What follows belongs to an exercise in optimizing a design on an open flow for small area and a short achievable clock period; a production flow would make more cautious choices. Function was checked by simulation only, so behaviour that the tests miss may differ from the original. Power figures rest on the tool's default switching activity, not on a simulated workload.

`flow/config.mk`:
```
export PLATFORM = sky130hd
export DESIGN_NAME = ex_unit
export DESIGN_NICKNAME = ex_unit
export VERILOG_FILES = /design/flow/design.v
export SDC_FILE = /design/flow/constraint.sdc
export NUM_CORES = 4
export LEC_CHECK = 0
export CAP_MARGIN = 20
export CORE_MARGIN = 2
export CORE_UTILIZATION = 40
export SETUP_SLACK_MARGIN = 0.25
export SLEW_MARGIN = 20
```
`flow/constraint.sdc`:
```
create_clock -name core_clock -period 7.5 [get_ports {clk}]
set_input_delay 1.5000 -clock core_clock [delete_from_list [all_inputs] [get_ports {clk}]]
set_output_delay 1.5000 -clock core_clock [all_outputs]
set_load 0.01 [all_outputs]
```
`flow/design.v`:
```
`timescale 1ns / 1ps
module ex_unit #(
    parameter WORD_SIZE = 32,
    NUM_REGS = 32,
    REG_SEL = $clog2(NUM_REGS),
    NUM_WORDS = 1024,
    ADDR_SIZE = $clog2(NUM_WORDS)
    )(
    input clk,
    input rst,
    input flush_idex,
    input stall_idex,
    input flush_exmem,
    input stall_exmem,
    input [ADDR_SIZE - 1 : 0] pc,
    input [WORD_SIZE - 1 : 0] immd,
    input [WORD_SIZE - 1 : 0] data1,
    input [WORD_SIZE - 1 : 0] data2,
    input [3:0] alu_op,
    input [REG_SEL - 1 : 0] rd,
    input [REG_SEL - 1 : 0] rs1,
    input [REG_SEL - 1 : 0] rs2,
    input mem_read,
    input mem_write,
    input mem_to_reg,
    input reg_write,
    input alu_src,
    input branch,
    input jump,
    input [1:0] data_size,
    input data_sign,
    input [WORD_SIZE - 1 : 0] wb_data,
    input [REG_SEL - 1 : 0] wb_rd,
    input wb_reg_write,
    output reg [ADDR_SIZE - 1 : 0] pc_mem,
    output reg [ADDR_SIZE - 1 : 0] branch_target_mem,
    output reg [WORD_SIZE - 1 : 0] alu_result_mem,
    output reg [REG_SEL - 1 : 0] rd_mem,
    output reg mem_read_mem,
    output reg mem_write_mem,
    output reg mem_to_reg_mem,
    output reg reg_write_mem,
    output reg alu_zero_mem,
    output reg branch_mem,
    output reg jump_mem,
    output reg [WORD_SIZE - 1 : 0] write_data_mem,
    output reg [1:0] data_size_mem,
    output reg data_sign_mem
    );
    reg bubble_ex;
    always @(posedge clk or posedge rst) begin
        if (rst)              bubble_ex <= 1'b1;
        else if (flush_idex)  bubble_ex <= 1'b1;
        else if (!stall_idex) bubble_ex <= 1'b0;
    end
    reg [ADDR_SIZE - 1 : 0] pc_ex;
    reg [WORD_SIZE - 1 : 0] immd_ex, data1_ex, data2_ex;
    reg [3:0] alu_op_ex;
    reg [REG_SEL - 1 : 0] rd_ex, rs1_ex, rs2_ex;
    reg mem_read_ex, mem_write_ex, mem_to_reg_ex, reg_write_ex;
    reg alu_src_ex, branch_ex, jump_ex;
    reg [1:0] data_size_ex;
    reg data_sign_ex;
    always @(posedge clk) begin
        if (!stall_idex) begin
            pc_ex <= pc;
            immd_ex <= immd;
            data1_ex <= data1;
            data2_ex <= data2;
            alu_op_ex <= alu_op;
            rd_ex <= rd;
            rs1_ex <= rs1;
            rs2_ex <= rs2;
            mem_read_ex <= mem_read;
            mem_write_ex <= mem_write;
            mem_to_reg_ex <= mem_to_reg;
            reg_write_ex <= reg_write;
            alu_src_ex <= alu_src;
            branch_ex <= branch;
            jump_ex <= jump;
            data_size_ex <= data_size;
            data_sign_ex <= data_sign;
        end
    end
    wire mem_hit1 = reg_write_mem && (rd_mem != 0) && (rd_mem == rs1_ex);
    wire mem_hit2 = reg_write_mem && (rd_mem != 0) && (rd_mem == rs2_ex);
    wire wb_hit1 = wb_reg_write && (wb_rd != 0) && (wb_rd == rs1_ex) && !mem_hit1;
    wire wb_hit2 = wb_reg_write && (wb_rd != 0) && (wb_rd == rs2_ex) && !mem_hit2;
    wire [WORD_SIZE - 1 : 0] a_early = mem_hit1 ? alu_result_mem : data1_ex;
    wire [WORD_SIZE - 1 : 0] s2_early = mem_hit2 ? alu_result_mem : data2_ex;
    wire [WORD_SIZE - 1 : 0] op_a = wb_hit1 ? wb_data : a_early;
    wire [WORD_SIZE - 1 : 0] src2 = wb_hit2 ? wb_data : s2_early;
    wire [WORD_SIZE - 1 : 0] op_b = alu_src_ex ? immd_ex : src2;
    wire [3:0] op = alu_op_ex;
    wire is_add  = (op == 4'b0000);
    wire is_sub  = (op == 4'b1000);
    wire is_sll  = (op == 4'b0001);
    wire is_slt  = (op == 4'b0010);
    wire is_sltu = (op == 4'b0011);
    wire is_xor  = (op == 4'b0100);
    wire is_srl  = (op == 4'b0101);
    wire is_sra  = (op == 4'b1101);
    wire is_or   = (op == 4'b0110);
    wire is_and  = (op == 4'b0111);
    wire is_pass = (op == 4'b1111);
    wire subtract = is_sub | is_slt | is_sltu;
    wire [WORD_SIZE - 1 : 0] b_inv = op_b ^ {WORD_SIZE{subtract}};
    wire [WORD_SIZE : 0] sum = {1'b0, op_a} + {1'b0, b_inv} + {{WORD_SIZE{1'b0}}, subtract};
    wire ltu = ~sum[WORD_SIZE];
    wire lts = (op_a[WORD_SIZE - 1] ^ op_b[WORD_SIZE - 1]) ? op_a[WORD_SIZE - 1] : sum[WORD_SIZE - 1];
    function [WORD_SIZE - 1 : 0] reverse(input [WORD_SIZE - 1 : 0] v);
        integer i;
        for (i = 0; i < WORD_SIZE; i = i + 1) reverse[i] = v[WORD_SIZE - 1 - i];
    endfunction
    wire [WORD_SIZE - 1 : 0] sh_in = is_sll ? reverse(op_a) : op_a;
    wire sh_fill = is_sra & op_a[WORD_SIZE - 1];
    wire [2 * WORD_SIZE - 1 : 0] sh_wide = {{WORD_SIZE{sh_fill}}, sh_in} >> op_b[4:0];
    wire [WORD_SIZE - 1 : 0] sh_out = sh_wide[WORD_SIZE - 1 : 0];
    wire [WORD_SIZE - 1 : 0] alu_res =
          ({WORD_SIZE{is_add | is_sub}} & sum[WORD_SIZE - 1 : 0])
        | ({WORD_SIZE{is_srl | is_sra}} & sh_out)
        | ({WORD_SIZE{is_sll}} & reverse(sh_out))
        | ({WORD_SIZE{is_xor}} & (op_a ^ op_b))
        | ({WORD_SIZE{is_or}} & (op_a | op_b))
        | ({WORD_SIZE{is_and}} & (op_a & op_b))
        | ({WORD_SIZE{is_pass}} & op_b)
        | {{(WORD_SIZE - 1){1'b0}}, (is_slt & lts) | (is_sltu & ltu)};
    wire alu_zero = (is_slt | is_sltu) ? alu_res[0] : ~|alu_res;
    wire [ADDR_SIZE - 1 : 0] pc_m4 = pc_ex - 4;
    wire [ADDR_SIZE - 1 : 0] branch_target = (branch_ex | jump_ex) ? pc_m4 + immd_ex[ADDR_SIZE - 1 : 0] : pc_m4;
    wire live = !bubble_ex;
    always @(posedge clk or posedge rst) begin
        if (rst) begin
            pc_mem <= 0;
            branch_target_mem <= 0;
            alu_result_mem <= 0;
            write_data_mem <= 0;
            rd_mem <= 0;
            alu_zero_mem <= 1'b0;
            branch_mem <= 1'b0;
            jump_mem <= 1'b0;
            mem_read_mem <= 1'b0;
            mem_to_reg_mem <= 1'b0;
            mem_write_mem <= 1'b0;
            reg_write_mem <= 1'b0;
            data_sign_mem <= 1'b0;
            data_size_mem <= 2'b00;
        end else if (flush_exmem) begin
            pc_mem <= 0;
            branch_target_mem <= 0;
            alu_result_mem <= 0;
            write_data_mem <= 0;
            rd_mem <= 0;
            alu_zero_mem <= 1'b0;
            branch_mem <= 1'b0;
            jump_mem <= 1'b0;
            mem_read_mem <= 1'b0;
            mem_to_reg_mem <= 1'b0;
            mem_write_mem <= 1'b0;
            reg_write_mem <= 1'b0;
            data_sign_mem <= 1'b0;
            data_size_mem <= 2'b00;
        end else if (!stall_exmem) begin
            pc_mem <= live ? pc_ex : {ADDR_SIZE{1'b0}};
            branch_target_mem <= live ? branch_target : {{(ADDR_SIZE - 2){1'b1}}, 2'b00};
            alu_result_mem <= live ? alu_res : {WORD_SIZE{1'b0}};
            write_data_mem <= live ? src2 : {WORD_SIZE{1'b0}};
            rd_mem <= live ? rd_ex : {REG_SEL{1'b0}};
            alu_zero_mem <= live ? alu_zero : 1'b1;
            branch_mem <= live & branch_ex;
            jump_mem <= live & jump_ex;
            mem_read_mem <= live & mem_read_ex;
            mem_to_reg_mem <= live & mem_to_reg_ex;
            mem_write_mem <= live & mem_write_ex;
            reg_write_mem <= live & reg_write_ex;
            data_sign_mem <= live & data_sign_ex;
            data_size_mem <= live ? data_size_ex : 2'b00;
        end
    end
endmodule
```
`flow/run.sh`:
```
#!/bin/bash
# synth_recipe.tcl (not shown) runs the flow's synth.tcl, then flattens the netlist and writes it again
# the make line also repeats each setting of config.mk as NAME=value (left out here)
make -C /OpenROAD-flow-scripts/flow DESIGN_CONFIG=/design/flow/config.mk WORK_HOME=/design/flow/orfs CLKGATE_MAP_FILE= SYNTH_SCRIPT=/design/flow/synth_recipe.tcl finish
```
==> summary.txt, run 1 <==
Logic synthesis
Counting every instance in the synthesized netlist gives 2155. The mean post-synth cell area is ~9 sq um. The net count after synthesis is 2446.

After synthesis, flip-flops and latches occupy roughly a third of the total area. The count of different cell masters after synthesis is 90. After synthesis, the cell types taking the most area are sky130_fd_sc_hd__edfxtp_1 21%, sky130_fd_sc_hd__dfrtp_1 13%, sky130_fd_sc_hd__mux2i_1 8.7%. Counting flops with a built-in enable in the synthesized netlist gives 135. Summing every instance area after synthesis gives 18960 sq um. The top cell type by area accounts for approximately a fifth of the synthesized area. The proportion of synthesized flip-flops having asynchronous set or reset is 42.55%. The largest area contributor in the netlist is sky130_fd_sc_hd__edfxtp_1. The commonest register cell after synthesis is sky130_fd_sc_hd__edfxtp_1. For this run, the number of Yosys warnings is 1. In this run, synthesis produced a sequential element count of about 240.

STA
The number of setup violations in the final report is 0. Static timing analysis puts the maximum clock frequency at 142.5 MHz. Setup repair after global routing left no endpoint under its margin. The total count of max-transition violations in the final report is 0. The final hold violation count came to 0. In this run the tightest slew margin relative to its limit is 16.29%. Between clock sinks in the finished design, the worst skew comes to between 30 and 40 ps.

The time the final worst path needs with I/O delays and setup is 7020 ps. The ratio of final minimum period to clock period is around 94%. For the pin with the worst max-slew slack, the measured transition is 1245 ps.

Summed over all failing endpoints, the final setup total negative slack is 0 ps.

Worst setup path
The worst endpoint data arrival time is approximately 7500 ps. STA puts the critical path data required time at about 8000 ps. The worst setup path is captured at a register. The critical path is of the input pin to register type. The category of the worst setup path launch point is an input pin. For this run, the slowest stage of the critical path takes 550 ps. Of all nets on the critical path, the largest fanout is 7.

The slowest library cell on the worst path is sky130_fd_sc_hd__or4_4.

Drt
After detailed routing, the number of remaining DRC violations is 0. The number of vias after detailed routing is 20210. The first detailed-routing pass ran for 8 iterations. After the first detailed-routing iteration, the DRC count stood at 2294. The ratio of routed vias to standard cells is 6.302.

The detail-routed net length per standard cell is 30.13 microns. After detailed routing, the total wire length is 96.60 mm. Once detail routing completed, the nets flagged for antenna violations numbered 0.

Die
The number of top-level pins is 278. The core area is roughly 47000 sq um. The initial core utilization is 40.63%. The die is roughly 220 microns wide. The die is 221.7 microns tall. The floorplan has 79 rows. The area of the die is 49150 sq um.

Placed design
Routability-driven placement finished with a final weighted congestion of 1.022. The cell total after placement is 3148. Detailed placement finished with a half-perimeter wire length of 73.98 mm. Port buffering added 277 buffers.

Clock tree
CTS saw 235 sinks. The latest clock arrival within the worst-skew pair is 600 ps. The maximum count of clock buffers along a single path is 3. The hold-fix buffer count after cts is 0. Clock-pin slew was measured on the worst setup and hold paths at about 80 ps. In this run the clock root is driven by a sky130_fd_sc_hd__clkbuf_16. TritonCTS created 27 clock buffers. The H-tree level count is 1. The clock tree from TritonCTS is built.

Final layout
The sequential cell area in the final layout is 6558 sq um. The final instance count without filler cells is 3206. The area of the multi-input gates is about 12000 sq um. The layout-stage area growth over the synthesis result is 32.83%.

The net count reported at finish is 2869. Counting the fill cells in the layout gives 4343. The fraction of final layout cells with drive strength greater than 1 is 15.43%.

The utilization of the core after routing is 53.97%. The antenna diode instance count is 0.

Global route
Global routing used between 60 and 70% of the available met2 tracks. For met1 alone, demand over resource in global routing was 48.73%. The number of global-route vias before repair was 19870. Global routing used a little under two fifths of the available tracks across all layers. For this run the aggregate overflow at the end of global routing stands at 0.

The first global-routing pass estimated 138.6 mm of wire. After global routing, the most crowded layer is met2. For met3 alone, demand over resource in global routing was 7.501%. The largest net degree at the start of global routing is 89. The initial antenna violation count is 5.

Power and ir drop
IR analysis of the VDD net gives a maximum drop of 0.2098 mV. The overall power of the completed layout is 0.005161 W. Dividing total power by cell area gives a power density of 204.9 nW/um^2. The leakage power figure is roughly 10 nW.

Min path
The kind of path behind the tightest hold check is register to register.

Run status
The run finished with no timing, DRC or antenna violations.

Job
Max-cap violations in this run came to 0.
==> power by group <==
part           total, W  internal (W)  switching [W]
clock           0.00140      0.000803       0.000595
sequential      0.00155       0.00146      0.0000900
combinational   0.00221      0.000917        0.00129
==> cell usage after synthesis (8+ instances only) <==
master                        n
sky130_fd_sc_hd__a2111oi_0    8
sky130_fd_sc_hd__a211oi_1    22
sky130_fd_sc_hd__a21o_1      27
sky130_fd_sc_hd__a21oi_1     94
sky130_fd_sc_hd__a221oi_1    34
sky130_fd_sc_hd__a22o_1      60
sky130_fd_sc_hd__a22oi_1     13
sky130_fd_sc_hd__a31oi_1     53
sky130_fd_sc_hd__and3_1      11
sky130_fd_sc_hd__buf_1       14
sky130_fd_sc_hd__buf_2       29
sky130_fd_sc_hd__clkbuf_1   116
sky130_fd_sc_hd__dfrtp_1     99
sky130_fd_sc_hd__edfxtp_1   135
sky130_fd_sc_hd__ha_1       110
sky130_fd_sc_hd__inv_1       90
sky130_fd_sc_hd__mux2_2      10
sky130_fd_sc_hd__mux2i_1    165
sky130_fd_sc_hd__nand2_1    249
sky130_fd_sc_hd__nand2b_1     9
sky130_fd_sc_hd__nand3_1     57
sky130_fd_sc_hd__nand4_1     45
sky130_fd_sc_hd__nor2_1     134
sky130_fd_sc_hd__nor3_1      51
sky130_fd_sc_hd__nor4_1      11
sky130_fd_sc_hd__o211ai_1    24
sky130_fd_sc_hd__o21a_1      22
sky130_fd_sc_hd__o21ai_0    176
sky130_fd_sc_hd__o21bai_1     8
sky130_fd_sc_hd__o221ai_1    21
sky130_fd_sc_hd__o22ai_1     18
sky130_fd_sc_hd__o31ai_1     11
sky130_fd_sc_hd__or3_1       13
sky130_fd_sc_hd__xnor2_1     41
sky130_fd_sc_hd__xor2_1      46
==> worst max-delay path: cells and delay by family <==
| kind | cells | cell delay (ps) |
|---|---|---|
| adders and majority gates | 1 | 380 |
| muxes | 3 | 750 |
| AOI/OAI and AO/OA | 8 | 1620 |
| and+or+nand+nor | 7 | 1860 |
| buffers and inverters | 5 | 1110 |
| xor gates and xnor gates | 2 | 270 |
==> cell families (layout without fill, tap and decap cells) <==
logic type	Yosys count	in the layout	synth area share, %
AO/OA/AOI/OAI	671	671	24.30
XOR/XNOR	87	87	4.020
multiplexers	175	175	9.306
adder cells (fa/ha/maj)	112	112	7.471
AND/OR/NAND/NOR	618	618	14.89
flip-flops	235	235	34.59
buffers and inverters	257	701	5.419
==> flip-flops by register name, summed over array words and instances (netlist names), 5 cells and up <==
register	cells
pc_ex	10
rs2_ex	5
branch_target_mem	10
immd_ex	32
data1_ex	32
data2_ex	32
alu_result_mem	32
rd_ex	5
rs1_ex	5
pc_mem	10
write_data_mem	32
rd_mem	5
==> per-stage QoR <==
stage               worst slack, ps  cell area (sq um)  hold slack [ps]
global placement             -275.5              24030            445.7
CTS                           321.4              24970            464.7
detailed placement           -425.0              24040            451.3
global route                  215.0              25180            480.8
finish                        480.2              25180            465.1
floorplan                     322.9              18960            442.8
==> final cells by class <==
cell class                 instances  area share, %
clock inverter                    17         0.7702
timing repair buffer             558          19.69
tap                              607          3.016
inverter                          93          1.416
multi-input combinational       1663          46.18
clock buffer                      33          2.892
sequential                       235          26.04
==> placed cells by master (no fill, tap or decap), types with 13 or more instances in the layout <==
cell,netlist,routed
sky130_fd_sc_hd__a211oi_1,22,20
sky130_fd_sc_hd__a21o_1,27,27
sky130_fd_sc_hd__a21oi_1,94,92
sky130_fd_sc_hd__a221oi_1,34,32
sky130_fd_sc_hd__a22o_1,60,60
sky130_fd_sc_hd__a31oi_1,53,47
sky130_fd_sc_hd__buf_4,3,275
sky130_fd_sc_hd__clkbuf_16,0,27
sky130_fd_sc_hd__clkdlybuf4s50_1,0,275
sky130_fd_sc_hd__dfrtp_1,99,99
sky130_fd_sc_hd__edfxtp_1,135,135
sky130_fd_sc_hd__ha_1,110,110
sky130_fd_sc_hd__inv_1,90,88
sky130_fd_sc_hd__mux2i_1,165,163
sky130_fd_sc_hd__nand2_1,249,249
sky130_fd_sc_hd__nand3_1,57,56
sky130_fd_sc_hd__nand4_1,45,45
sky130_fd_sc_hd__nor2_1,134,129
sky130_fd_sc_hd__nor3_1,51,47
sky130_fd_sc_hd__o211ai_1,24,24
sky130_fd_sc_hd__o21a_1,22,22
sky130_fd_sc_hd__o21ai_0,176,169
sky130_fd_sc_hd__o221ai_1,21,21
sky130_fd_sc_hd__o22ai_1,18,18
sky130_fd_sc_hd__or3_1,13,13
sky130_fd_sc_hd__xnor2_1,41,38
sky130_fd_sc_hd__xor2_1,46,46
==> path summary, 6_finish.rpt <==
| kind | depth (start not counted) | startpoint | end | slack [ps] |
|---|---|---|---|---|
| min in group asynchronous | 2 | rst | branch_mem | 1310 |
| setup reg to reg | 23 | rd_mem[1] | alu_zero_mem | 1040 |
| setup / recovery | 26 | wb_rd[2] | alu_zero_mem | 480 |
| hold / removal | 1 | mem_write_ex | mem_write_mem | 470 |
| max in group asynchronous | 3 | rst | alu_result_mem[4] | 4860 |
| hold reg to reg | 1 | mem_write_ex | mem_write_mem | 470 |
==> timing repair <==
action	in CTS	in global routing
endpoints found under the setup margin	1	1
pin swaps	0	17
gates cloned	0	0
gates resized for setup	2	32
buffers inserted	0	8
==> per-layer routing <==
layer / up-vias / part of all wire, %
li1: 8942 / -
met1: 9902 / 39
met2: 1096 / 45
met3: 261 / 9.3
met4: 4 / 6.3
met5: - / 0.029
==> run 2, diff against run 1 <==
--- a/flow/design.v
+++ b/flow/design.v
@@ -83,13 +83,17 @@
         end
     end
-    wire mem_hit1 = reg_write_mem && (rd_mem != 0) && (rd_mem == rs1_ex);
-    wire mem_hit2 = reg_write_mem && (rd_mem != 0) && (rd_mem == rs2_ex);
-    wire wb_hit1 = wb_reg_write && (wb_rd != 0) && (wb_rd == rs1_ex) && !mem_hit1;
-    wire wb_hit2 = wb_reg_write && (wb_rd != 0) && (wb_rd == rs2_ex) && !mem_hit2;
+    wire mem_ok = reg_write_mem && (rd_mem != 0);
+    wire mem_hit1 = mem_ok && (rd_mem == rs1_ex);
+    wire mem_hit2 = mem_ok && (rd_mem == rs2_ex);
+    wire wb_may1 = (rs1_ex != 0) && !mem_hit1;
+    wire wb_may2 = (rs2_ex != 0) && !mem_hit2;
+    wire wb_hit1 = wb_reg_write && (wb_rd == rs1_ex) && wb_may1;
+    wire wb_hit2 = wb_reg_write && (wb_rd == rs2_ex) && wb_may2;
+    wire wb_hitb = wb_reg_write && (wb_rd == rs2_ex) && wb_may2 && !alu_src_ex;
     wire [WORD_SIZE - 1 : 0] a_early = mem_hit1 ? alu_result_mem : data1_ex;
     wire [WORD_SIZE - 1 : 0] s2_early = mem_hit2 ? alu_result_mem : data2_ex;
+    wire [WORD_SIZE - 1 : 0] b_early = alu_src_ex ? immd_ex : s2_early;
     wire [WORD_SIZE - 1 : 0] op_a = wb_hit1 ? wb_data : a_early;
     wire [WORD_SIZE - 1 : 0] src2 = wb_hit2 ? wb_data : s2_early;
-    wire [WORD_SIZE - 1 : 0] op_b = alu_src_ex ? immd_ex : src2;
     wire [3:0] op = alu_op_ex;
     wire is_add  = (op == 4'b0000);
@@ -105,8 +109,13 @@
     wire is_pass = (op == 4'b1111);
     wire subtract = is_sub | is_slt | is_sltu;
-    wire [WORD_SIZE - 1 : 0] b_inv = op_b ^ {WORD_SIZE{subtract}};
-    wire [WORD_SIZE : 0] sum = {1'b0, op_a} + {1'b0, b_inv} + {{WORD_SIZE{1'b0}}, subtract};
+    wire [WORD_SIZE - 1 : 0] b_inv = wb_hitb ? (wb_data ^ {WORD_SIZE{subtract}})
+                                             : (b_early ^ {WORD_SIZE{subtract}});
+    wire [WORD_SIZE - 1 : 0] op_b = b_inv;   
+    wire [WORD_SIZE - 1 : 0] prop = op_a ^ b_inv;
+    wire [WORD_SIZE - 1 : 0] gen = op_a & b_inv;
+    wire [WORD_SIZE + 1 : 0] sum_x = {1'b0, op_a, 1'b1} + {1'b0, b_inv, subtract};
+    wire [WORD_SIZE : 0] sum = sum_x[WORD_SIZE + 1 : 1];
     wire ltu = ~sum[WORD_SIZE];
-    wire lts = (op_a[WORD_SIZE - 1] ^ op_b[WORD_SIZE - 1]) ? op_a[WORD_SIZE - 1] : sum[WORD_SIZE - 1];
+    wire lts = (op_a[WORD_SIZE - 1] ^ ~b_inv[WORD_SIZE - 1]) ? op_a[WORD_SIZE - 1] : sum[WORD_SIZE - 1];
     function [WORD_SIZE - 1 : 0] reverse(input [WORD_SIZE - 1 : 0] v);
         integer i;
@@ -117,14 +126,20 @@
     wire [2 * WORD_SIZE - 1 : 0] sh_wide = {{WORD_SIZE{sh_fill}}, sh_in} >> op_b[4:0];
     wire [WORD_SIZE - 1 : 0] sh_out = sh_wide[WORD_SIZE - 1 : 0];
+    wire [WORD_SIZE - 1 : 0] res_other =
+          ({WORD_SIZE{is_srl | is_sra}} & sh_out)
+        | ({WORD_SIZE{is_sll}} & reverse(sh_out))
+        | ({WORD_SIZE{is_xor | is_or}} & prop)
+        | ({WORD_SIZE{is_and | is_or}} & gen)
+        | ({WORD_SIZE{is_pass}} & op_b);
+    wire is_cmp = is_slt | is_sltu;
+    wire cmp = (is_slt & lts) | (is_sltu & ltu);
+    wire is_addsub = is_add | is_sub;
     wire [WORD_SIZE - 1 : 0] alu_res =
-          ({WORD_SIZE{is_add | is_sub}} & sum[WORD_SIZE - 1 : 0])
-        | ({WORD_SIZE{is_srl | is_sra}} & sh_out)
-        | ({WORD_SIZE{is_sll}} & reverse(sh_out))
-        | ({WORD_SIZE{is_xor}} & (op_a ^ op_b))
-        | ({WORD_SIZE{is_or}} & (op_a | op_b))
-        | ({WORD_SIZE{is_and}} & (op_a & op_b))
-        | ({WORD_SIZE{is_pass}} & op_b)
-        | {{(WORD_SIZE - 1){1'b0}}, (is_slt & lts) | (is_sltu & ltu)};
-    wire alu_zero = (is_slt | is_sltu) ? alu_res[0] : ~|alu_res;
+          ({WORD_SIZE{is_addsub}} & sum[WORD_SIZE - 1 : 0])
+        | res_other
+        | {{(WORD_SIZE - 1){1'b0}}, cmp};
+    wire [WORD_SIZE - 1 : 0] zero_carry = {op_a[WORD_SIZE - 2 : 0] | b_inv[WORD_SIZE - 2 : 0], subtract};
+    wire [WORD_SIZE - 1 : 0] zero_bit = is_addsub ? ~(prop ^ zero_carry) : ~res_other;
+    wire alu_zero = is_cmp ? cmp : &zero_bit;
     wire [ADDR_SIZE - 1 : 0] pc_m4 = pc_ex - 4;
     wire [ADDR_SIZE - 1 : 0] branch_target = (branch_ex | jump_ex) ? pc_m4 + immd_ex[ADDR_SIZE - 1 : 0] : pc_m4;
--- a/flow/config.mk
+++ b/flow/config.mk
@@ -6,7 +6,8 @@
 export NUM_CORES = 4
 export LEC_CHECK = 0
+export ABC_AREA = 1
 export CAP_MARGIN = 20
 export CORE_MARGIN = 2
 export CORE_UTILIZATION = 40
-export SETUP_SLACK_MARGIN = 0.25
+export SETUP_SLACK_MARGIN = 2.0
 export SLEW_MARGIN = 20
==> run 2 against run 1 <==
Non-clock buffer count fell by 178; power rose by 2.8%; area after synthesis fell by 5.0%; hold slack got worse by 10 ps; global-route usage fell by 2.2 points; register-to-register slack improved by 1400 ps; clock skew fell by 17 ps; wire length fell by 9.8%.
==> summary.txt, run 2 <==
Min path
The critical hold path startpoint is rd_ex[4]. The min-delay analysis places its worst path in the category register to register.

Drt
The remaining antenna violation count is 0. The ratio of routed vias to standard cells is just under 6. The DRC violation count after routing is 0.

Across all layers, the routed design uses roughly 20000 vias. In the final routed layout, each cell accounts on average for 25.58 microns. The final layout contains routed wiring with a total length of just under 90 mm. For this run, the detailed router's first-pass iteration total came to 6. The detailed router finished its first iteration with 2517 violations.

STA
The worst pin sits at a relative slew slack of 28.41%. The number of setup violations in the final report is 0. Setup repair after global routing left no endpoint under its margin. The final hold violation count was 0.

The total count of max-transition violations in the final report is 0. The ratio of final minimum period to clock period is between 70% and 80%. The final setup TNS is 0 ps. The time the final worst path needs with I/O delays and setup is around 5300 ps. The achievable clock frequency is 189.6 MHz.

Between clock sinks in the finished design, the worst skew comes to 22.83 ps. The worst hold-check slack is 455.1 ps. The transition at the pin with the smallest max-transition slack is 1070 ps.

Final layout
At the end of the flow, the number of nets in the layout was a little over 3000. The design area is 23700 sq um. The library cell used most frequently in the layout, excluding fill and tap cells, is sky130_fd_sc_hd__nand2_1. The area growth from synthesis to layout is 31.62%.

The repair_antennas step left the layout with diodes totalling 0. Cells with a size suffix above 1 make up 12.58% of the layout. Excluding fillers, the count of instances in the completed layout stands at 3407. In the layout the commonest cells are 627 x sky130_fd_sc_hd__nand2_1, 431 x sky130_fd_sc_hd__nand3_1, 272 x sky130_fd_sc_hd__clkdlybuf4s50_1, 269 x sky130_fd_sc_hd__inv_1, 164 x sky130_fd_sc_hd__nor2_1. The layout has ~4300 filler cells.

Placed design
Once placement completed, the tool counted placed cells totaling 3285. Once placement finished, the instance area stood at 21190 sq um. The port buffer count is 277. The weighted congestion reported at the end of routability-driven placement is 0.9884. The HPWL after detailed placement is between 60 and 70 mm.

Worst setup path
In this run the critical register-to-register path is launched from rd_mem[1]. The path type of the worst setup path is input pin to register. The startpoint of the most critical setup path is wb_reg_write. The worst endpoint data arrival time is 5770 ps. The cell that appears most often on the critical path is sky130_fd_sc_hd__nand2_1. STA classifies the critical path startpoint as an input pin. For this run, the slowest stage of the critical path takes 500 ps. The combined buffer and inverter count along the critical path is 5. At the worst endpoint, the required time is 8000 ps. Grouping stages by cell kind, the critical path spends the most delay in simple AND/OR/NAND/NOR gates. The slowest library cell on the worst path is sky130_fd_sc_hd__clkdlybuf4s50_1. STA classifies the critical path endpoint as a register. In this run the worst path has a maximum fanout of 8.

Logic synthesis
The fraction of post-synthesis cell area in the top cell type by area is 22.51%. Ranked by total cell area, the synthesized netlist is headed by sky130_fd_sc_hd__edfxtp_1 23%, sky130_fd_sc_hd__dfrtp_1 14%, sky130_fd_sc_hd__nand2_1 14%. In this run, synthesis inferred ~140 flip-flops with an integrated enable. Sequential elements use 36.41% of the synthesized area. The synthesized instance count is roughly 2500. For this run, the number of Yosys warnings is 1. The commonest cells after synthesis are 654 x sky130_fd_sc_hd__nand2_1, 434 x sky130_fd_sc_hd__nand3_1, 274 x sky130_fd_sc_hd__inv_1, 179 x sky130_fd_sc_hd__nor2_1, 152 x sky130_fd_sc_hd__o21ai_0. Synthesis inferred 235 register bits. The mean post-synth cell area is 7.158 sq um. The combined area of all synthesized cells is 18010 sq um. sky130_fd_sc_hd__nand2_1 is the most common cell in the netlist. The commonest register cell after synthesis is sky130_fd_sc_hd__edfxtp_1. The largest area contributor in the netlist is sky130_fd_sc_hd__edfxtp_1. The count of different cell masters after synthesis is between 50 and 60. The number of nets handed over by synthesis was roughly 2800.

After synthesis, the share of flip-flops with an asynchronous set or reset is between 40% and 50%.

Clock tree
The clock sink total is 235. The H-tree level count is 1. After clock tree synthesis, the clock-pin slew on the worst setup and hold paths is roughly 60 ps.

In this run the clock root is driven by a sky130_fd_sc_hd__clkbuf_16. The maximum count of clock buffers along a single path is 3. The clock buffer count from CTS is 29. The hold-fix buffer count after cts is 0.

The latest clock arrival within the worst-skew pair is 580 ps. TritonCTS built the clock tree.

Global route
The aggregate global-route resource usage is between 30% and 40%. The number of global-route vias before repair is between 15000 and 20000. The first global-routing pass estimated 124.7 mm of wire.

The residual overflow from global routing is 0. The initial antenna violation count came to 1. The largest net degree at the start of global routing is 70.

Power and ir drop
The worst-case IR drop observed on VDD is 0.1821 mV. Dividing total power by cell area gives a power density of 223.7 nW/um^2. Summed over all cells, the static leakage comes to between 10 and 15 nW.

Job
Max-cap violations in this run came to 0.

Die
The floorplan step set the die width to 216.2 microns. After floorplanning, the core was divided into 77 placement rows. The number of top-level pins is 278. The core area is around 44000 sq um. The die covers 46740 sq um.

For this configuration, the core starts out at a cell density of 40.64%. The vertical extent of the die is 216.2 microns.

Run status
The flow ran to the end and the layout has no timing, DRC or antenna violations.
-- run 2: what timing repair did --
item,4_1_cts,5_1_grt
setup endpoints to repair,11,13
cloned,2,3
buffers inserted,8,55
resized for setup,78,133
pin swaps,3,38
-- run 2: power by group --
group          switching, W  internal (W)  total (W)
sequential        0.0000562       0.00146    0.00152
clock              0.000605      0.000895    0.00150
combinational       0.00147      0.000813    0.00228
total               0.00213       0.00317    0.00530
-- run 2: cell type report --
type	instances	area [sq um]	share of cell area [%]
Clock buffer	38	839.6	3.542
Timing Repair Buffer	380	3680	15.52
Tap cell	592	740.7	3.125
Multi-Input combinational cell	1839	10530	44.41
Inverter	307	1175	4.956
Clock inverter	16	183.9	0.7759
Sequential cell	235	6558	27.66
-- run 2: kinds of logic after synthesis --
| group | after synthesis | synth area share [%] |
|---|---|---|
| xor+xnor | 82 | 4.029 |
| fa+ha+maj | 74 | 5.224 |
| compound gates | 339 | 11.73 |
| mux | 5 | 0.2779 |
| buf+inv | 444 | 10.05 |
| flops | 235 | 36.41 |
| simple gates | 1337 | 32.28 |
-- run 2: final timing paths --
path | to | slack [ps] | cells after the start
hold / removal | rd_mem[4] | 460 | 2
hold reg to reg | rd_mem[4] | 460 | 2
setup / recovery | alu_result_mem[25] | 2230 | 25
setup reg to reg | alu_zero_mem | 2390 | 29
min in group asynchronous | data_sign_mem | 1470 | 2
max in group asynchronous | write_data_mem[0] | 4770 | 3
-- run 2: worst min-delay path: stages (launching register included) --
cell	delay, ps
sky130_fd_sc_hd__edfxtp_1	320
sky130_fd_sc_hd__nand2_1	40
sky130_fd_sc_hd__o21ai_0	60
-- run 2: metal layers --
| metal | GRT usage [%] | vias to the layer above | share of wire [%] |
|---|---|---|---|
| met3 | 7.172 | 208 | 11 |
| met2 | 54.09 | 1246 | 43 |
| met5 | 0 | - | 0.017 |
| met4 | 14.77 | 2 | 5.2 |
| li1 | - | 8896 | - |
| met1 | 50.35 | 9414 | 42 |
-- run 2: metrics by stage --
step / utilization [%] / power [W] / setup WS, ps
2_1_floorplan: - / 0.002775 / 2063
3_3_place_gp: 47.81 / 0.003494 / 777.9
3_5_place_dp: 47.81 / 0.003489 / 713.0
4_1_cts: 51.25 / 0.005077 / 1995
5_1_grt: 53.49 / 0.005547 / 1980
6_report: 53.49 / 0.005303 / 2226
==> run 3, diff against run 2 <==
==> flow/flow/run.sh (new file) <==
#!/bin/bash
# Standard layout, with plain buf_1 cells (not delay buffers) as the port buffers.
set -euo pipefail
export BUFFER_PORTS_ARGS="-buffer_cell sky130_fd_sc_hd__buf_1"
bash standard.sh > standard_flow.log 2>&1
==> flow/standard.sh (new file) <==
#!/bin/bash
# synth_recipe.tcl (not shown) runs the flow's synth.tcl, then flattens the netlist and writes it again
# the make line also repeats each setting of config.mk as NAME=value (left out here)
make -C /OpenROAD-flow-scripts/flow DESIGN_CONFIG=/design/flow/config.mk WORK_HOME=/design/flow/orfs CLKGATE_MAP_FILE= SYNTH_SCRIPT=/design/flow/synth_recipe.tcl "${@:-finish}"
removed: flow/run.sh
==> run 3 against run 2 <==
Power shrank 9.2%; register-to-register slack lost 110 ps; sequential share of layout area grew 3.4 points; largest power group unchanged; synthesized cell count is the same; area after synthesis is the same; largest cell class unchanged; non-clock buffer count shrank 48; maximum frequency is essentially flat.
==> summary.txt, run 3 <==
Run status
The run finished with no timing, DRC or antenna violations.

Power and ir drop
In this run the power density over the cells is approximately 230 nW/um^2. Combinational cells account for 42.3% of the total power. Of the total power, registers draw 31.4%. The clock network accounts for 26.3% of the total power.

The leakage power figure is 9.432 nW. The net switching power of the design is between 0.0015 and 0.002 W. The proportion of total power due to net switching is about two fifths. The internal power of the cells totals 0.002819 W. The maximum ir drop on the vdd rail is 0.2036 mV.

Worst setup path
STA puts the critical path data arrival time at 5690 ps. The worst setup path is captured at a register. Counting stages on the worst path, the most repeated cell is sky130_fd_sc_hd__nand2_1. On the critical path, the stage with the largest delay is an instance of sky130_fd_sc_hd__fa_2. The worst setup path is of the input pin to register kind. The register-to-register path setup slack is 2280 ps. Along the worst path, the maximum fanout reaches 7. In this design, the stage delay of the slowest critical-path cell is around 400 ps. STA classifies the critical path startpoint as an input pin. The required time of the worst setup path is 7910 ps.

Drt
The number of vias after detailed routing is 19100. The remaining antenna violation count is 0. The sum of routed wire length over all layers is 82.02 mm.

The DRC violation count after routing is 0. The number of DRC violations after detailed-routing iteration 0 is 2518. The count of TritonRoute iterations in the first routing pass is 6.

After detailed routing, the average wire length per cell comes to ~24 microns. The ratio of routed vias to standard cells is 5.698.

Placed design
The port buffer count is 277. Once detailed placement completed, the half-perimeter wirelength came to 64.05 mm. The weighted congestion reported at the end of routability-driven placement is 1.026.

At the placement stage, the worst setup path has a slack of 1118 ps.

Logic synthesis
The compound-gate portion of the synthesized area is 11.73%. Synthesis produced a netlist whose cell count is 2516. The dominant cell by count in the synthesized netlist is sky130_fd_sc_hd__nand2_1.

The count of different cell masters after synthesis is between 50 and 60. Yosys mapped a number of flops with a built-in enable equal to 135. The yosys synthesis warning count is 1.

By area, the combinational part of the netlist is dominated by simple AND/OR/NAND/NOR gates. In this run, synthesis produced a sequential element count of 235. The fraction of the mapped netlist area in adder cells is 5.224%. Ranked by total cell area, the synthesized netlist is headed by sky130_fd_sc_hd__edfxtp_1 23%, sky130_fd_sc_hd__dfrtp_1 14%, sky130_fd_sc_hd__nand2_1 14%. For this run, the leading register cell type out of synthesis is sky130_fd_sc_hd__edfxtp_1. The xor and xnor area share after synthesis is 4.029%.

The largest area contributor in the netlist is sky130_fd_sc_hd__edfxtp_1. The share of synthesized area occupied by flip-flops and latches is 36.41%. Sorting the synthesized cells by how often they occur yields 654 x sky130_fd_sc_hd__nand2_1, 434 x sky130_fd_sc_hd__nand3_1, 274 x sky130_fd_sc_hd__inv_1, 179 x sky130_fd_sc_hd__nor2_1, 152 x sky130_fd_sc_hd__o21ai_0. The simple-gate share of the synthesized area is 32.28%.

The cell area that synthesis handed to floorplanning was 18010 sq um. For this run, asynchronously set or reset flops after synthesis account for ~43%. Of the post-synthesis cell area, the part taken by muxes is 0.2779%.

When the netlist entered floorplanning its net count stood at 2769. The average instance in the mapped netlist occupies 7.158 sq um. The synthesized design devotes to its leading area cell type 22.51% of total area.

Final layout
At the end of the flow, the number of nets in the layout was 2993. The fraction of final layout cells with drive strength greater than 1 is 8.804%. In the layout the commonest cells are 645 x sky130_fd_sc_hd__nand2_1, 431 x sky130_fd_sc_hd__nand3_1, 273 x sky130_fd_sc_hd__buf_1, 271 x sky130_fd_sc_hd__inv_1, 169 x sky130_fd_sc_hd__nor2_1. The layout-stage area growth over the synthesis result is 17.13%.

The most frequent standard cell in the layout excluding fill and tap cells is sky130_fd_sc_hd__nand2_1. The antenna diode instance count is 0.

Clock tree
The clock tree from TritonCTS is built. The hold-fix buffer count after cts is 0. The maximum count of clock buffers along a single path is 3.

The clock buffer count from CTS is 26. Clock-pin slew was measured on the worst setup and hold paths at 60 ps. The latest clock arrival within the worst-skew pair is 560 ps. CTS built an H-tree with a depth of 1. The buffer cell driving the clock tree root is sky130_fd_sc_hd__clkbuf_16. Clock tree synthesis found a total of about 240 sinks.

Global route
The residual overflow from global routing is 0. The largest net degree at the start of global routing is 70. The number of global-route vias before repair was 18270. Across every metal layer, demand over resource in global routing totals 34.11%. The initial antenna violation count was 1. The wire length of the first global-routing pass is approximately 120 mm.

STA
The final worst-path setup slack is 2222 ps. Setup repair after global routing left no endpoint under its margin. The achievable clock frequency is 189.5 MHz. The total count of max-transition violations in the final report came to 0.

The final hold violation count is 0. The time the final worst path needs with I/O delays and setup is 5278 ps. For the final routed database, the setup TNS stands at 0 ps. The ratio of final minimum period to clock period is between 70% and 80%. The clock arrives with 15.77 ps of skew. Setup violations remaining at the end of the flow were counted as 0. The transition at the pin with the smallest max-transition slack is 1150 ps. In this run the tightest slew margin relative to its limit is 23.06%.

Die
The die is 216.2 microns wide. The vertical extent of the die is approximately 220 microns. between 200 and 300 I/O pins were placed. The area of the die is roughly 47000 sq um. The number of core rows is 77.

The floorplan step defined a core boundary enclosing 44320 sq um. The initial core utilization is 40.64%.

Min path
The min-delay analysis places its worst path in the category register to register.

Job
The tool flagged a number of max-cap violations equal to 0.
## run 3: cell counts after synthesis
Identical to the previous run, type by type.
## run 3: area by class of cell
| type | count | area [sq um] |
|---|---|---|
| inverter | 307 | 1172 |
| clock buffer | 37 | 733.2 |
| clock inverter | 11 | 97.59 |
| sequential | 235 | 6558 |
| tap | 592 | 740.7 |
| multi-input combinational | 1838 | 10240 |
| timing repair buffer | 332 | 1556 |
| fill | 4661 | 23220 |
## run 3: path summary, 6_finish.rpt
check	from	to	cells after the start
min	rd_ex[0]	rd_mem[0]	2
min reg2reg	rd_ex[0]	rd_mem[0]	2
max	wb_rd[0]	alu_result_mem[0]	29
min in group asynchronous	rst	data_size_mem[0]	2
max reg2reg	alu_op_ex[2]	alu_result_mem[0]	25
max in group asynchronous	rst	alu_result_mem[19]	3
## run 3: metrics by stage
step	util (%)	power, W	instances	instance area [sq um]	hold slack (ps)
2_1_floorplan	-	0.002775	2516	18010	429.7
3_3_place_gp	43.77	0.003378	3279	19400	446.1
3_5_place_dp	43.77	0.003375	3279	19400	449.4
4_1_cts	45.80	0.004646	3328	20300	465.9
5_1_grt	47.60	0.005067	3352	21090	478.4
6_report	47.60	0.004817	3352	21090	465.2
## run 3: what timing repair did
item,in CTS,in global routing
resized for setup,14,118
endpoints found under the setup margin,3,12
gates cloned,0,4
pin swaps,1,19
setup buffers,1,20
## run 3: layer usage
layer  GRT usage (%)  vias to the layer above  wire (microns)
li1                -                     8791               -
met1           46.65                     9132           34090
met2           52.21                     1011           36140
met3           8.028                      163            8102
met4           13.31                        2            3667
met5               0                        -              11
## run 3: cell families after synthesis
kind of cell / after synthesis
compound gates: 339
simple gates: 1337
fa+ha+maj: 74
flops: 235
buf+inv: 444
xor+xnor: 82
mux: 5
## run 3: worst max-delay path: cells and delay by family
family	cells	cell delay, ps
adder cells (fa/ha/maj)	2	700
AO/OA/AOI/OAI	6	800
AND/OR/NAND/NOR	14	1730
XOR/XNOR	1	230
buffers and inverters	6	710
## run 3: power by group through the flow
stage / sequential, W / clock, W / combinational (W)
6_report: 0.00152 / 0.00126 / 0.00204
5_1_grt: 0.00152 / 0.00133 / 0.00222
4_1_cts: 0.00151 / 0.00128 / 0.00186
3_5_place_dp: 0.00154 / 0 / 0.00184
3_3_place_gp: 0.00154 / 0 / 0.00184
2_1_floorplan: 0.00153 / 0 / 0.00124
==> run 4, diff against run 3 <==
--- a/flow/design.v
+++ b/flow/design.v
@@ -114,8 +114,28 @@
     wire [WORD_SIZE - 1 : 0] prop = op_a ^ b_inv;
     wire [WORD_SIZE - 1 : 0] gen = op_a & b_inv;
-    wire [WORD_SIZE + 1 : 0] sum_x = {1'b0, op_a, 1'b1} + {1'b0, b_inv, subtract};
-    wire [WORD_SIZE : 0] sum = sum_x[WORD_SIZE + 1 : 1];
+    localparam NPOS = WORD_SIZE + 1;
+    wire [NPOS - 1 : 0] pg_g [0 : 6];
+    wire [NPOS - 1 : 0] pg_p [0 : 6];
+    assign pg_g[0] = {gen, subtract};
+    assign pg_p[0] = {prop, 1'b0};
+    genvar lv, j;
+    generate
+        for (lv = 0; lv < 6; lv = lv + 1) begin : prefix
+            for (j = 0; j < NPOS; j = j + 1) begin : node
+                if ((j >> lv) & 1) begin : combine
+                    localparam integer K = ((j >> lv) << lv) - 1;
+                    assign pg_g[lv + 1][j] = pg_g[lv][j] | (pg_p[lv][j] & pg_g[lv][K]);
+                    assign pg_p[lv + 1][j] = pg_p[lv][j] & pg_p[lv][K];
+                end else begin : pass
+                    assign pg_g[lv + 1][j] = pg_g[lv][j];
+                    assign pg_p[lv + 1][j] = pg_p[lv][j];
+                end
+            end
+        end
+    endgenerate
+    wire [WORD_SIZE : 0] carry = pg_g[6];
+    wire [WORD_SIZE : 0] sum = {carry[WORD_SIZE], prop ^ carry[WORD_SIZE - 1 : 0]};
     wire ltu = ~sum[WORD_SIZE];
-    wire lts = (op_a[WORD_SIZE - 1] ^ ~b_inv[WORD_SIZE - 1]) ? op_a[WORD_SIZE - 1] : sum[WORD_SIZE - 1];
+    wire lts = sum[WORD_SIZE] ^ prop[WORD_SIZE - 1];
     function [WORD_SIZE - 1 : 0] reverse(input [WORD_SIZE - 1 : 0] v);
         integer i;
@@ -135,8 +155,4 @@
     wire cmp = (is_slt & lts) | (is_sltu & ltu);
     wire is_addsub = is_add | is_sub;
-    wire [WORD_SIZE - 1 : 0] alu_res =
-          ({WORD_SIZE{is_addsub}} & sum[WORD_SIZE - 1 : 0])
-        | res_other
-        | {{(WORD_SIZE - 1){1'b0}}, cmp};
     wire [WORD_SIZE - 1 : 0] zero_carry = {op_a[WORD_SIZE - 2 : 0] | b_inv[WORD_SIZE - 2 : 0], subtract};
     wire [WORD_SIZE - 1 : 0] zero_bit = is_addsub ? ~(prop ^ zero_carry) : ~res_other;
@@ -144,5 +160,21 @@
     wire [ADDR_SIZE - 1 : 0] pc_m4 = pc_ex - 4;
     wire [ADDR_SIZE - 1 : 0] branch_target = (branch_ex | jump_ex) ? pc_m4 + immd_ex[ADDR_SIZE - 1 : 0] : pc_m4;
-    wire live = !bubble_ex;
+    wire hold = !flush_exmem && stall_exmem;
+    wire load = !flush_exmem && !stall_exmem;
+    wire load_live = load && !bubble_ex;
+    wire load_bubble = load && bubble_ex;
+    wire load_sum = load_live && is_addsub;
+    wire [WORD_SIZE - 1 : 0] res_next_other =
+          ({WORD_SIZE{hold}} & alu_result_mem)
+        | ({WORD_SIZE{load_live}} & (res_other | {{(WORD_SIZE - 1){1'b0}}, cmp}));
+    wire [WORD_SIZE - 1 : 0] res_next_c0 = ({WORD_SIZE{load_sum}} & prop) | res_next_other;
+    wire [WORD_SIZE - 1 : 0] res_next_c1 = ({WORD_SIZE{load_sum}} & ~prop) | res_next_other;
+    wire [WORD_SIZE - 1 : 0] res_next;
+    generate
+        for (j = 0; j < WORD_SIZE; j = j + 1) begin : res_sel
+            assign res_next[j] = carry[j] ? res_next_c1[j] : res_next_c0[j];
+        end
+    endgenerate
+    wire [ADDR_SIZE - 1 : 0] bubble_target = {{(ADDR_SIZE - 2){1'b1}}, 2'b00};   
     always @(posedge clk or posedge rst) begin
         if (rst) begin
@@ -161,34 +193,21 @@
             data_sign_mem <= 1'b0;
             data_size_mem <= 2'b00;
-        end else if (flush_exmem) begin
-            pc_mem <= 0;
-            branch_target_mem <= 0;
-            alu_result_mem <= 0;
-            write_data_mem <= 0;
-            rd_mem <= 0;
-            alu_zero_mem <= 1'b0;
-            branch_mem <= 1'b0;
-            jump_mem <= 1'b0;
-            mem_read_mem <= 1'b0;
-            mem_to_reg_mem <= 1'b0;
-            mem_write_mem <= 1'b0;
-            reg_write_mem <= 1'b0;
-            data_sign_mem <= 1'b0;
-            data_size_mem <= 2'b00;
-        end else if (!stall_exmem) begin
-            pc_mem <= live ? pc_ex : {ADDR_SIZE{1'b0}};
-            branch_target_mem <= live ? branch_target : {{(ADDR_SIZE - 2){1'b1}}, 2'b00};
-            alu_result_mem <= live ? alu_res : {WORD_SIZE{1'b0}};
-            write_data_mem <= live ? src2 : {WORD_SIZE{1'b0}};
-            rd_mem <= live ? rd_ex : {REG_SEL{1'b0}};
-            alu_zero_mem <= live ? alu_zero : 1'b1;
-            branch_mem <= live & branch_ex;
-            jump_mem <= live & jump_ex;
-            mem_read_mem <= live & mem_read_ex;
-            mem_to_reg_mem <= live & mem_to_reg_ex;
-            mem_write_mem <= live & mem_write_ex;
-            reg_write_mem <= live & reg_write_ex;
-            data_sign_mem <= live & data_sign_ex;
-            data_size_mem <= live ? data_size_ex : 2'b00;
+        end else begin
+            pc_mem <= ({ADDR_SIZE{hold}} & pc_mem) | ({ADDR_SIZE{load_live}} & pc_ex);
+            branch_target_mem <= ({ADDR_SIZE{hold}} & branch_target_mem)
+                               | ({ADDR_SIZE{load_live}} & branch_target)
+                               | ({ADDR_SIZE{load_bubble}} & bubble_target);
+            alu_result_mem <= res_next;
+            write_data_mem <= ({WORD_SIZE{hold}} & write_data_mem) | ({WORD_SIZE{load_live}} & src2);
+            rd_mem <= ({REG_SEL{hold}} & rd_mem) | ({REG_SEL{load_live}} & rd_ex);
+            alu_zero_mem <= (hold & alu_zero_mem) | (load_live & alu_zero) | load_bubble;
+            branch_mem <= (hold & branch_mem) | (load_live & branch_ex);
+            jump_mem <= (hold & jump_mem) | (load_live & jump_ex);
+            mem_read_mem <= (hold & mem_read_mem) | (load_live & mem_read_ex);
+            mem_to_reg_mem <= (hold & mem_to_reg_mem) | (load_live & mem_to_reg_ex);
+            mem_write_mem <= (hold & mem_write_mem) | (load_live & mem_write_ex);
+            reg_write_mem <= (hold & reg_write_mem) | (load_live & reg_write_ex);
+            data_sign_mem <= (hold & data_sign_mem) | (load_live & data_sign_ex);
+            data_size_mem <= ({2{hold}} & data_size_mem) | ({2{load_live}} & data_size_ex);
         end
     end
==> run 4 against run 3 <==
Maximum frequency about the same; hold slack improved by 0.86 ps; core utilization decreased by 0.47 points; synthesized cell count decreased by 6.4%; highest routed layer unchanged.
==> summary.txt, run 4 <==
Logic synthesis
The count of different cell masters after synthesis is 56. When the netlist entered floorplanning its net count stood at between 2000 and 3000. After synthesis, the cell types taking the most area are sky130_fd_sc_hd__edfxtp_1 23%, sky130_fd_sc_hd__dfrtp_1 14%, sky130_fd_sc_hd__nand2_1 13%. The mean post-synth cell area is ~7.4 sq um. The proportion of synthesized flip-flops having asynchronous set or reset is 42.55%.

The synthesized instance count is 2356. Counting flops and latches in the post-synthesis netlist gives 235. The mapped netlist covers 17350 sq um. The commonest register cell after synthesis is sky130_fd_sc_hd__edfxtp_1. The largest total area in the synthesized netlist belongs to sky130_fd_sc_hd__edfxtp_1. By instance count, the leading cell after synthesis is sky130_fd_sc_hd__nand2_1. After synthesis, the largest area contributor takes up 23.37% of total cell area.

For this run, the register share of the synthesized area comes to 37.80%. After synthesis, the most frequently instantiated cells are 617 x sky130_fd_sc_hd__nand2_1, 420 x sky130_fd_sc_hd__nand3_1, 288 x sky130_fd_sc_hd__inv_1, 140 x sky130_fd_sc_hd__nor2_1, 135 x sky130_fd_sc_hd__edfxtp_1. The count of flip-flops with a built-in enable after synthesis is 135. For this run, the number of Yosys warnings is 1.

Placed design
During placement, the flow inserted port buffers numbering 277. At the placement stage, the worst setup path has a slack of 424.4 ps. Routability-driven placement finished with a final weighted congestion of 1.002.

The HPWL after detailed placement is 56.53 mm.

Run status
The run finished with no timing, DRC or antenna violations.

Worst setup path
The worst endpoint data arrival time is just under 6000 ps. For the worst setup path, the data required time is between 8000 and 9000 ps. The category of the worst setup path launch point is an input pin. The path type of the worst setup path is input pin to register. The peak fanout along the critical path is 16. The sort of element at the end of the critical path is a register.

Die
From left edge to right edge, the die measures roughly 210 microns. The floorplan has 76 rows. The vertical extent of the die is 212.3 microns. The die covers around 45000 sq um. The initial core utilization is 40.36%.

The number of top-level pins is 278. The core region is 42980 sq um.

Clock tree
The tree is rooted in a sky130_fd_sc_hd__clkbuf_16. For the worst-skew pair, the clock arrives at the later sink with an insertion delay of a little under 600 ps. TritonCTS built the clock tree.

The longest clock path from root to sink contains 3 buffers. The H-tree level count is 1. The post-CTS clock slew at the launch and capture registers of the worst setup and hold paths is 70 ps. The number of hold buffers added after CTS was 0. The clock buffer count from CTS is 27.

Counting every sink on the clock net gives ~240.

STA
The final hold violation count is 0. The total count of max-transition violations in the final report is 0. The achievable clock frequency is between 150 and 200 MHz. The time the final worst path needs with I/O delays and setup is 5281 ps. The worst hold-check slack is 466.0 ps. The number of setup violations in the final report is 0. The final worst-path setup slack is 2219 ps. Adding up every negative setup slack in the final design gives 0 ps. In this run the tightest slew margin relative to its limit is 33.57%.

For the final database, setup skew stands at 43.70 ps. Setup repair after global routing left no endpoint under its margin. The ratio of final minimum period to clock period is 70.42%. The transition at the pin with the smallest max-transition slack is 995.4 ps.

Drt
The number of DRC violations after detailed-routing iteration 0 is around 2100. The count of TritonRoute iterations in the first routing pass is 7. For this block, the via count after detailed routing is between 15000 and 20000. The ratio of routed vias to standard cells is 5.645. In the final routed layout, each cell accounts on average for 23.30 microns. Wires add up to approximately 74 mm. After detailed routing, the number of remaining DRC violations is 0.

Once detail routing completed, the nets flagged for antenna violations numbered 0.

Final layout
The fraction of final layout cells with drive strength greater than 1 is under 10%. The net count reported at finish is 2835. From synthesis to final layout, the design area changed by 16.75%.

The layout has 4452 filler cells. The top cell types in the final layout, fill and taps aside, are 613 x sky130_fd_sc_hd__nand2_1, 417 x sky130_fd_sc_hd__nand3_1, 284 x sky130_fd_sc_hd__inv_1, 276 x sky130_fd_sc_hd__buf_1, 136 x sky130_fd_sc_hd__nor2_1. The most frequent standard cell in the layout excluding fill and tap cells is sky130_fd_sc_hd__nand2_1.

Min path
The kind of path behind the tightest hold check is register to register.

Power and ir drop
The maximum ir drop on the vdd rail is 0.1737 mV. The analysis attributes to cell leakage a power of 9.240 nW. The total power density per cell area is 230.2 nW/um^2.

Global route
The number of global-route vias before repair was approximately 17000. The residual overflow from global routing is 0. Global routing consumed, over all layers together, approximately a third of the routing resources. The largest net degree at the start of global routing is 75. The initial antenna violation count was 2. The first global-routing pass estimated 108.7 mm of wire.

Job
The tool flagged a number of max-cap violations equal to 0.
## run 4: power breakdown
group	switching, W	internal [W]
clock	0.000598	0.000719
sequential	0.0000531	0.00146
combinational	0.00128	0.000549
## run 4: kinds of logic after synthesis
| kind of cell | Yosys count | share of synthesized area (%) |
|---|---|---|
| buffers and inverters | 430 | 10.48 |
| adders and majority gates | 72 | 5.236 |
| xor gates and xnor gates | 61 | 3.166 |
| and+or+nand+nor | 1260 | 31.86 |
| DFF | 235 | 37.80 |
| AOI/OAI and AO/OA | 298 | 11.45 |
## run 4: through the flow
| step | std cells | power, W | utilization [%] | cell area (sq um) |
|---|---|---|---|---|
| final | 3191 | 0.004663 | 47.12 | 20250 |
| after global routing | 3190 | 0.004888 | 47.12 | 20250 |
| after CTS | 3181 | 0.004544 | 46.02 | 19780 |
| after detailed placement | 3127 | 0.003201 | 43.55 | 18720 |
| after global placement | 3127 | 0.003201 | 43.55 | 18720 |
| after floorplan | 2356 | 0.002667 | - | 17350 |
## run 4: worst paths after layout
path	start	end	slack (ps)	depth (start not counted)
worst max-delay path	wb_rd[0]	alu_zero_mem	2220	26
worst min-delay path	data_size_ex[0]	data_size_mem[0]	470	1
worst max register to register	rs2_ex[0]	alu_zero_mem	2440	27
worst min register to register	data_size_ex[0]	data_size_mem[0]	470	1
max in group asynchronous	rst	alu_result_mem[18]	5130	3
min in group asynchronous	rst	write_data_mem[5]	1020	2
## run 4: layout make-up
type	count	area (sq um)	area share, %
Antenna cell	1	2.502	0.01235
Clock buffer	31	700.7	3.459
Clock inverter	19	167.7	0.8278
Inverter	314	1206	5.955
Multi-Input combinational cell	1692	9528	47.04
Sequential cell	235	6558	32.38
Tap cell	585	732.0	3.614
Timing Repair Buffer	313	1354	6.684
Timing Repair inverter	1	6.256	0.03089
## run 4: critical path, cell delays in order
cell and delay, ps:
sky130_fd_sc_hd__buf_1 110, sky130_fd_sc_hd__inv_1 80, sky130_fd_sc_hd__nand2_1 60, sky130_fd_sc_hd__nand3_1 70, sky130_fd_sc_hd__nor2_1 130, sky130_fd_sc_hd__nand3_2 160, sky130_fd_sc_hd__clkinv_4 160, sky130_fd_sc_hd__clkbuf_16 210
sky130_fd_sc_hd__o21ai_0 80, sky130_fd_sc_hd__o21ai_0 160, sky130_fd_sc_hd__nand3_1 110, sky130_fd_sc_hd__nand2_1 100, sky130_fd_sc_hd__xor2_1 270, sky130_fd_sc_hd__inv_1 100, sky130_fd_sc_hd__ha_1 420, sky130_fd_sc_hd__a21oi_1 380
sky130_fd_sc_hd__o2111ai_2 220, sky130_fd_sc_hd__nor4b_4 420, sky130_fd_sc_hd__nand3_1 130, sky130_fd_sc_hd__a31oi_1 200, sky130_fd_sc_hd__o221ai_2 170, sky130_fd_sc_hd__a21oi_2 230, sky130_fd_sc_hd__nand3_1 130, sky130_fd_sc_hd__nand2_1 80
sky130_fd_sc_hd__nand2_1 50, sky130_fd_sc_hd__nand2_1 60
## run 4: per-layer routing
layer | vias up | routed length, microns | GRT usage (%)
met5 | - | 14 | 0
met4 | 2 | 2993 | 11.67
met3 | 144 | 7267 | 6.071
met2 | 981 | 31960 | 48.63
met1 | 8546 | 32120 | 46.84
li1 | 8341 | - | -
## run 4: repair_timing
action	CTS	global route
endpoints found under the setup margin	5	6
resized for setup	30	64
pin swaps	6	10
setup buffers	2	8
gates cloned	2	1
==> run 5, diff against run 4 <==
--- a/flow/config.mk
+++ b/flow/config.mk
@@ -10,4 +10,4 @@
 export CORE_MARGIN = 2
 export CORE_UTILIZATION = 40
-export SETUP_SLACK_MARGIN = 2.0
+export SETUP_SLACK_MARGIN = 3.0
 export SLEW_MARGIN = 20
==> run 5 against run 4 <==
Area after synthesis is the same; non-clock buffer count grew 30; sequential share of layout area shrank 1.4 points; synthesized cell count is the same.
==> summary.txt, run 5 <==
STA
The total count of max-transition violations in the final report is 0. In this run the tightest slew margin relative to its limit is between 20% and 30%. The number of setup violations in the final report is 0.

After layout, the worst path uses between 60% and 70% of the clock period. The final worst-path setup slack is 2484 ps. Setup repair after global routing could not meet its margin everywhere. At the pin with the least slew margin, the transition time is 1064 ps.

In the final timing run, aggregate negative setup slack is 0 ps. The tightest hold path in the finished design has a slack of about 460 ps. For the final database, setup skew stands at ~16 ps. After layout, the minimum clock period comes to approximately 5000 ps. The achievable clock frequency is roughly 200 MHz. The final hold violation count came to 0.

Die
The width of the die is 212.3 microns. The initial utilization of the core area, before any placement, comes to 40.36%. The area of the die is 45050 sq um.

The vertical extent of the die is 212.3 microns. The number of top-level pins is ~280. The floorplan has 76 rows.

The core area is about 43000 sq um.

Worst setup path
The number of buffers and inverters on the critical path is 5. In this run the worst setup path begins at wb_rd[3]. Of all nets on the critical path, the largest fanout is 8. The slowest library cell on the worst path is sky130_fd_sc_hd__ha_4.

The sort of element at the end of the critical path is a register. On the worst path, the slowest cell contributes a delay of about 320 ps. The path type of the worst setup path is input pin to register.

STA classifies the critical path startpoint as an input pin. In this design, the critical path's most frequently occurring cell is sky130_fd_sc_hd__nand2_1. The startpoint identified for the worst register-to-register timing path is rd_mem[2]. In this design, the largest share of critical-path delay is due to simple AND/OR/NAND/NOR gates.

At the worst endpoint, the arrival time is about 5500 ps. The required time of the worst setup path is 8000 ps.

Logic synthesis
Sequential elements use 37.80% of the synthesized area. By area the synthesized netlist is led by sky130_fd_sc_hd__edfxtp_1 23%, sky130_fd_sc_hd__dfrtp_1 14%, sky130_fd_sc_hd__nand2_1 13%. Counting flops with a built-in enable in the synthesized netlist gives 135. The largest total area in the synthesized netlist belongs to sky130_fd_sc_hd__edfxtp_1.

After synthesis, the largest area contributor takes up 23.37% of total cell area. The combined area of all synthesized cells is about 17000 sq um. The proportion of synthesized flip-flops having asynchronous set or reset is approximately 43%.

The commonest register cell after synthesis is sky130_fd_sc_hd__edfxtp_1. The synthesized instance count is 2356. By instance count, the leading cell after synthesis is sky130_fd_sc_hd__nand2_1.

For this run, the number of Yosys warnings is 1. In this run the mean area of a mapped cell was 7.363 sq um. The count of different cell masters after synthesis is 56. The synthesized design contains 235 register bits.

Sorting the synthesized cells by how often they occur yields 617 x sky130_fd_sc_hd__nand2_1, 420 x sky130_fd_sc_hd__nand3_1, 288 x sky130_fd_sc_hd__inv_1, 140 x sky130_fd_sc_hd__nor2_1, 135 x sky130_fd_sc_hd__edfxtp_1. The net count after synthesis is 2607.

Drt
For this run, design rule violations remaining after detail routing come to 0. The number of DRC violations after detailed-routing iteration 0 is roughly 2300. The detail-routed net length per standard cell is 23.95 microns. The count of TritonRoute iterations in the first routing pass is 7.

The sum of routed wire length over all layers is 77.24 mm. Summing over every cut layer, the via total after detailed routing is 18620. In the routed layout, each cell is associated on average with a via count of 5.775. In this run the remaining antenna-violating nets after routing total 0.

Power and ir drop
Summed over all cells, the static leakage comes to 9.557 nW. The overall power of the completed layout is roughly 0.0049 W. The total power density per cell area is 231.7 nW/um^2. The maximum ir drop on the vdd rail is 0.1883 mV.

Global route
The initial antenna violation count was 4. The wire length of the first global-routing pass is 113.7 mm. The total overflow left after global routing is 0. The largest net degree at the start of global routing is 75.

Across every metal layer, demand over resource in global routing totals 34.18%. The number of global-route vias before repair is 17600.

Final layout
The fill cell instance count of the final layout is 4384. The net count reported at finish is 2868. The most frequent standard cell in the layout excluding fill and tap cells is sky130_fd_sc_hd__nand2_1. Leaving out fill and tap cells, the most frequent cells in the layout are 598 x sky130_fd_sc_hd__nand2_1, 403 x sky130_fd_sc_hd__nand3_1, 277 x sky130_fd_sc_hd__inv_1, 272 x sky130_fd_sc_hd__buf_1, 135 x sky130_fd_sc_hd__edfxtp_1. Relative to the synthesized area, the layout overhead comes to 21.98%.

The fraction of final layout cells with drive strength greater than 1 is 11.91%. The utilization of the core after routing is 49.23%.

Clock tree
In this run the number of H-tree levels came out at 1. The clock drives 235 sinks. The hold-fix buffer count after cts is 0. Clock tree synthesis selected as its root buffer the cell sky130_fd_sc_hd__clkbuf_16. The clock tree from TritonCTS is built. The latest clock arrival within the worst-skew pair is 560 ps. The clock passes through at most 3 buffers. In this run, CTS created clock tree buffers numbering 26. The post-CTS clock slew at the launch and capture registers of the worst setup and hold paths is approximately 70 ps.

Placed design
Port buffering added about 280 buffers. The half-perimeter wire length after detailed placement is 57.23 mm. The weighted congestion reported at the end of routability-driven placement is 1.027. The worst slack after detailed placement is 1076 ps.

Run status
The flow ran to the end and the layout has no timing, DRC or antenna violations.

Min path
The tightest min-delay check is of the register to register type. The worst hold path begins at rd_ex[3].

Job
Max-cap violations in this run came to 0.
run 5: changes by cell type in the layout (fill, tap and decap cells not counted), moves of 8 or more:
cell and change:
sky130_fd_sc_hd__nand3_1 -14, sky130_fd_sc_hd__o21ai_1 +15, sky130_fd_sc_hd__nand3_2 +14, sky130_fd_sc_hd__nand2_4 +8, sky130_fd_sc_hd__nand2_2 +11, sky130_fd_sc_hd__o21ai_0 -17
sky130_fd_sc_hd__buf_4 +16, sky130_fd_sc_hd__buf_6 +12, sky130_fd_sc_hd__nand2_1 -15
run 5: power breakdown:
group	total, W	switching, W	internal (W)
registers	0.00152	0.0000551	0.00146
logic	0.00202	0.00137	0.000648
clock network	0.00137	0.000574	0.000796
run 5: per-layer routing:
metal  wire, microns  GRT usage, %  vias to the layer above
li1                -             -                     8426
met1           32640         48.13                     8905
met2           32950         50.92                     1092
met3            7954         7.223                      199
met4            3679         14.18                        2
met5              13             0                        -
run 5: through the flow:
step,std cells,instance area [sq um]
6_report,3225,21160
5_1_grt,3222,21150
4_1_cts,3216,20950
3_5_place_dp,3132,18890
3_3_place_gp,3131,18880
2_1_floorplan,2356,17530
run 5: layout make-up:
class	count	area (sq um)	share of cell area, %
clock buffers	29	683.2	3.228
multi-input cells	1695	10000	47.28
flip-flops and latches	235	6558	30.99
repair buffers	343	1722	8.136
repair inverters	2	17.52	0.08278
well taps	585	732.0	3.459
clock inverters	19	210.2	0.9933
diodes	3	7.507	0.03548
inverters	314	1227	5.800
run 5: kinds of logic after synthesis:
family                     count (synthesis)  synth area share, %
adders and majority gates                 72                5.236
DFF                                      235                37.80
buffers and inverters                    430                10.48
and+or+nand+nor                         1260                31.86
xor gates and xnor gates                  61                3.166
AOI/OAI and AO/OA                        298                11.45
run 5: tightest hold or removal path, cell delays in order, from the launching register on:
cell	delay [ps]
sky130_fd_sc_hd__edfxtp_1	320
sky130_fd_sc_hd__nand2_1	40
sky130_fd_sc_hd__o21ai_0	60
run 5: path summary, 6_finish.rpt:
check	to	slack [ps]	depth (start not counted)
worst max-delay path	alu_zero_mem	2480	28
worst min-delay path	rd_mem[3]	460	2
worst max register to register	alu_zero_mem	2530	23
worst min register to register	rd_mem[3]	460	2
max in group asynchronous	write_data_mem[23]	5370	3
min in group asynchronous	data_size_mem[0]	950	2
run 5: what timing repair did:
action,CTS,global route
pin swaps,19,10
setup endpoints to repair,33,31
buffers inserted,28,5
cloned,8,1
gates resized for setup,167,37

[port drivers added, routing unchanged]
How much do the figures lean on ideal ports? The routed layouts below were timed once more, with nothing changed but the port constraints.
Step 1 (the two cells are an assumption about what drives the block):
set clk [get_ports {clk}]
set_driving_cell -lib_cell sky130_fd_sc_hd__clkbuf_16 $clk
set_driving_cell -lib_cell sky130_fd_sc_hd__buf_2 [delete_from_list [all_inputs] $clk]
Step 2 moves the port delays by t, midway between the first and last clock arrival at a register: inputs arrive t later, outputs are due t later. That takes back most of the time a late clock gives input paths.
Slacks: ideal ports / drivers / drivers and shift; pairs: ideal ports / drivers.
run | t, ns | setup slack, ns | worst setup path at the end | worst data-port slew with drivers (ns) | pins driven straight from the clock port
run 1 | 0.636 | 0.480 / 0.503 / -0.133 | input to register | 0.09 | 1
run 2 | 0.627 | 2.226 / 2.259 / 1.631 | input to register | 0.10 | 1
run 3 | 0.601 | 2.222 / 2.252 / 1.651 | input to register | 0.08 | 1
run 4 | 0.625 | 2.219 / 2.250 / 1.625 | input to register | 0.08 | 1
run 5 | 0.607 | 2.484 / 2.487 / 1.881 | input to register | 0.07 | 1
Met with ideal ports but missed after step 2: setup timing in run 1. The setup slack of run 1, which loses most, moves by +0.023 ns with the drivers and by -0.613 ns with both steps.
